This is an optimization exercise on Yosys and OpenROAD, whose aim is small area, not a production implementation.
RTL that was checked went through simulation tests only; none was proved equivalent to the original.

==> run B: inputs <==
Design aes_bp_graph_coloring, start of the top module:
module aes_bp_graph_coloring (
  input           clk,
  input  [7:0] share0_in,
  input  [7:0] share1_in,
  input  [51:0] rand_bit_share0,
  input  [51:0] rand_bit_share1,
  output [7:0] o_share0,
  output [7:0] o_share1
);
  reg ra9_d1;
  reg ra10_d1;
  reg ra10_d2;
  reg ra11_d1;
  reg ra11_d2;
  reg ra12_d1;
  reg ra12_d2;
  reg ra13_d1;
  reg ra13_d2;
  reg ra14_d1;
  reg ra14_d2;
  reg ra14_d3;
  reg ra15_d1;
  reg ra15_d2;
  reg ra15_d3;
  reg ra16_d1;
  reg ra16_d2;
  reg ra16_d3;
  reg ra17_d1;
  reg ra17_d2;
  reg ra17_d3;
  reg ra18_d1;
  reg ra18_d2;
  reg ra18_d3;
  reg ra19_d1;
  reg ra19_d2;
  reg ra19_d3;
  reg ra20_d1;
  reg ra20_d2;
  reg ra20_d3;
  reg ra21_d1;
  reg ra21_d2;
  reg ra21_d3;
  reg ra22_d1;
  reg ra22_d2;
  reg ra22_d3;
  reg ra23_d1;
  reg ra23_d2;
  reg ra23_d3;
  reg ra24_d1;
  reg ra24_d2;
  reg ra24_d3;
  reg ra25_d1;
  reg ra25_d2;
  reg ra25_d3;
  wire c0_9;
  reg c9_d1;
  wire c0_14;
  reg c14_d1;
  wire c0_17;
  reg c17_d1;
  wire c0_10;
  reg c10_d1;
  reg c10_d2;
  wire c0_11;
  reg c11_d1;
  reg c11_d2;
  wire c0_12;
  reg c12_d1;
  reg c12_d2;
  wire c0_13;
  reg c13_d1;
  reg c13_d2;
  wire c0_0;
  wire c0_1;
  wire c0_2;
  wire c0_3;
  wire c0_4;
  wire c0_5;
  wire c0_6;
  wire c0_7;
  wire c0_8;
  wire rr1_x0;
  wire rr1_x1;
  wire rr1_x2;
  wire rr1_x3;
  wire rr1_x4;
  wire rr1_x5;
  wire rr1_x6;
  wire rr1_x7;
  wire rr1_x8;
  wire rr1_x9;
  wire c0_15;
  ...
clock: 5.0 ns
lec_check: 0
cap_margin: 20
core_margin: 2
core_utilization: 40
slew_margin: 20
synth_hierarchical: 1
standard.sh (not shown) runs the stock make flow with config.mk's settings and CLKGATE_MAP_FILE= SYNTH_SCRIPT=/design/flow/synth_recipe.tcl, a recipe that flattens the netlist after the stock synthesis.
==> flow/flow/run.sh <==
#!/bin/bash
set -euo pipefail
bash standard.sh "BUFFER_PORTS_ARGS=-buffer_cell sky130_fd_sc_hd__buf_1" "CTS_ARGS=-sink_clustering_enable -repair_clock_nets -dont_use_dummy_load -buf_list sky130_fd_sc_hd__clkbuf_2 -sink_clustering_size 6 -sink_clustering_max_diameter 30" finish > standard_flow.log 2>&1
==> run D: changes against run B <==
==> flow/flow/run.sh (replaced) <==
#!/bin/bash
set -euo pipefail
bash standard.sh "BUFFER_PORTS_ARGS=-buffer_cell sky130_fd_sc_hd__buf_1" "CTS_ARGS=-sink_clustering_enable -repair_clock_nets -dont_use_dummy_load -buf_list sky130_fd_sc_hd__clkbuf_4 -sink_clustering_size 8 -sink_clustering_max_diameter 40" finish > standard_flow.log 2>&1
==> run G: changes against run B <==
==> flow/flow/run.sh (replaced) <==
#!/bin/bash
set -euo pipefail
bash standard.sh "BUFFER_PORTS_ARGS=-buffer_cell sky130_fd_sc_hd__buf_1" "CTS_ARGS=-sink_clustering_enable -repair_clock_nets -dont_use_dummy_load -buf_list sky130_fd_sc_hd__clkbuf_8 -sink_clustering_size 20 -sink_clustering_max_diameter 80" finish > standard_flow.log 2>&1
==> run summary <==
- Count of clock-buffer cells in the layout: run G < run D < run B.
- In synthesized cell count, run D and run B do not differ.
- Via count: run G < run D < run B.
- In run G the setup slack is better than in run D, by 48 ps.
- Hold slack, highest first: run G, run B, run D.
- In sequential cell count, run G and run D do not differ.
- Non-clock buffer count is the same in run B and run G.
- Register-to-register slack: run B < run D < run G.
- First-iteration DRC count, highest first: run D, run B, run G.
- Die area is the same in run D and run G.

---

==> tundra <==
aes_bp_graph_coloring, a different RTL version from the one above (not shown whole).
## aes_bp_graph_coloring
module aes_bp_graph_coloring (
  input           clk,
  input  [7:0] share0_in,
  input  [7:0] share1_in,
  input  [51:0] rand_bit_share0,
  input  [51:0] rand_bit_share1,
  output [7:0] o_share0,
  output [7:0] o_share1
);
  reg ra9_d1;
  reg ra10_d1;
  reg ra10_d2;
  reg ra11_d1;
  reg ra11_d2;
  reg ra12_d1;
  reg ra12_d2;
  reg ra13_d1;
  reg ra13_d2;
  reg ra14_d1;
  reg ra14_d2;
  reg ra14_d3;
  reg ra15_d1;
  reg ra15_d2;
  reg ra15_d3;
  reg ra16_d1;
  reg ra16_d2;
  reg ra16_d3;
  reg ra17_d1;
  reg ra17_d2;
  reg ra17_d3;
  reg ra18_d1;
  reg ra18_d2;
  reg ra18_d3;
  reg ra19_d1;
  reg ra19_d2;
  reg ra19_d3;
  reg ra20_d1;
  reg ra20_d2;
  reg ra20_d3;
  reg ra21_d1;
  reg ra21_d2;
  reg ra21_d3;
  reg ra22_d1;
  reg ra22_d2;
  reg ra22_d3;
  reg ra23_d1;
  reg ra23_d2;
  reg ra23_d3;
  reg ra24_d1;
  reg ra24_d2;
  reg ra24_d3;
  reg ra25_d1;
  reg ra25_d2;
  reg ra25_d3;
  wire c0_9;
  reg c9_d1;
  wire c0_14;
  reg c14_d1;
  wire c0_17;
  reg c17_d1;
  wire c0_10;
  reg c10_d1;
  reg c10_d2;
  wire c0_11;
  reg c11_d1;
  reg c11_d2;
  wire c0_12;
  reg c12_d1;
  reg c12_d2;
  wire c0_13;
  reg c13_d1;
  reg c13_d2;
  wire c0_0;
  wire c0_1;
  wire c0_2;
  wire c0_3;
  wire c0_4;
  wire c0_5;
  wire c0_6;
  wire c0_7;
  wire c0_8;
  wire rr1_x0;
  wire rr1_x1;
  wire rr1_x2;
  wire rr1_x3;
  wire rr1_x4;
  wire rr1_x5;
  wire rr1_x6;
  wire rr1_x7;
  wire rr1_x8;
  wire rr1_x9;
  wire c0_15;
  wire c0_16;
  wire c0_18;
  wire c0_19;
  wire c0_20;
  wire c0_21;
  wire c0_22;
  wire c0_23;
  wire c0_24;
  wire c0_25;
  wire rc_x0;
  wire rc_x1;
  wire rc_x2;
  wire rc_x3;
  wire rc_x4;
  wire rc_x5;
  wire rc_x6;
  wire rc_x7;
  wire rc_x8;
  wire rc_x9;
  wire rc_x10;
  wire rc_x11;
  wire rc_x12;
  wire rc_x13;
  wire rc_x14;
  wire rc_x15;
  wire rc_x16;
  wire rc_x17;
  wire rc_x18;
  wire rc_x19;
  wire rc_x20;
  reg rc0_d1;
  reg rc0_d2;
  reg rc0_d3;
  reg rc1_d1;
  reg rc1_d2;
  reg rc1_d3;
  reg rc2_d1;
  reg rc2_d2;
  reg rc2_d3;
  reg rc3_d1;
  reg rc3_d2;
  ...
Settings: LEC_CHECK=0, CAP_MARGIN=20, CORE_MARGIN=2, CORE_UTILIZATION=40, SLEW_MARGIN=20; clock period 5.0 ns.
==> flow/flow/run.sh <==
#!/bin/bash
set -euo pipefail
bash standard.sh "BUFFER_PORTS_ARGS=-buffer_cell sky130_fd_sc_hd__buf_1" finish > standard_flow.log 2>&1
==> inputs of yarrow, as changes to tundra <==
==> flow/run.sh (new file) <==
#!/bin/bash
# synth_recipe.tcl (not shown) runs the flow's synth.tcl, then flattens the netlist and writes it again
# the make line also repeats each setting of config.mk as NAME=value (left out here)
make -C /OpenROAD-flow-scripts/flow DESIGN_CONFIG=/design/flow/config.mk WORK_HOME=/design/flow/orfs CLKGATE_MAP_FILE= SYNTH_SCRIPT=/design/flow/synth_recipe.tcl finish
--- a/flow/config.mk
+++ b/flow/config.mk
@@ -6,4 +6,5 @@
 export NUM_CORES = 4
 export LEC_CHECK = 0
+export ABC_AREA = 1
 export CAP_MARGIN = 20
 export CORE_MARGIN = 2
removed: flow/flow/run.sh
removed: flow/standard.sh
==> inputs of ember, as changes to tundra <==
==> flow/run.sh (new file) <==
#!/bin/bash
# synth_recipe.tcl (not shown) runs the flow's synth.tcl, then flattens the netlist and writes it again
# the make line also repeats each setting of config.mk as NAME=value (left out here)
make -C /OpenROAD-flow-scripts/flow DESIGN_CONFIG=/design/flow/config.mk WORK_HOME=/design/flow/orfs CLKGATE_MAP_FILE= SYNTH_SCRIPT=/design/flow/synth_recipe.tcl finish
removed: flow/flow/run.sh
removed: flow/standard.sh
==> inputs of pepper, as changes to tundra <==
==> flow/run.sh (new file) <==
#!/bin/bash
# synth_recipe.tcl (not shown) runs the flow's synth.tcl, then flattens the netlist and writes it again
# the make line also repeats each setting of config.mk as NAME=value (left out here)
make -C /OpenROAD-flow-scripts/flow DESIGN_CONFIG=/design/flow/config.mk WORK_HOME=/design/flow/orfs CLKGATE_MAP_FILE= SYNTH_SCRIPT=/design/flow/synth_recipe.tcl finish
--- a/flow/config.mk
+++ b/flow/config.mk
@@ -9,3 +9,5 @@
 export CORE_MARGIN = 2
 export CORE_UTILIZATION = 40
+export CTS_BUF_LIST = sky130_fd_sc_hd__clkbuf_8
+export CTS_CLUSTER_SIZE = 24
 export SLEW_MARGIN = 20
removed: flow/flow/run.sh
removed: flow/standard.sh
==> comparison <==
Sequential cell count is the same in tundra and yarrow. Of pepper and tundra, pepper has the higher via count (gap 1.9%, measured against tundra). Of tundra and yarrow, yarrow has the higher maximum frequency (gap about 2.4%, measured against yarrow). Between pepper and tundra, the lower cell count is in tundra (gap 1.5%, measured against tundra). Between yarrow and tundra, the lower synthesized cell count is in tundra (gap about 44%, measured against tundra). Of tundra and pepper, pepper has the higher clock skew (gap 23 ps). Final area: pepper is lower than ember (about 0.43%).
Function was not checked in any run of this note: the RTL went through the layout flow alone.

==> port drivers added, routing unchanged <==
No port has a modelled driver above. Below, the same layouts with a new extraction and two added sets of constraints.
Step 1 (the two cells are an assumption about what drives the block):
set clk [get_ports {clk}]
set_driving_cell -lib_cell sky130_fd_sc_hd__clkbuf_16 $clk
set_driving_cell -lib_cell sky130_fd_sc_hd__buf_2 [delete_from_list [all_inputs] $clk]
Step 2 times the ports against the registers' clock, not the clock port: input delays grow and output delays shrink by t, the midpoint of the rising clock arrivals with the driver on.
Three values: ideal ports, drivers, drivers and shift; two values: the first two.
run | t, ns | setup WS [ns] | hold WS [ns]
run B | 0.760 | 0.935 / 0.897 / 1.134 | 0.298 / 0.298 / 0.298
run D | 0.631 | 1.085 / 1.045 / 1.064 | 0.293 / 0.293 / 0.293
run G | 0.531 | 1.133 / 1.091 / 1.083 | 0.310 / 0.310 / 0.310
tundra | 0.551 | 1.083 / 1.032 / 1.392 | 0.318 / 0.318 / 0.318
yarrow | 0.582 | 1.178 / 1.124 / 1.706 | 0.320 / 0.320 / 0.320
ember | 0.558 | 0.679 / 0.628 / 1.061 | 0.315 / 0.315 / 0.315
pepper | 0.570 | 0.649 / 0.603 / 1.079 | 0.312 / 0.312 / 0.312
After both steps setup and hold are still met in every run listed. For run G, which loses most, drivers alone change the setup slack by -0.042 ns; drivers and shift together by -0.050 ns.
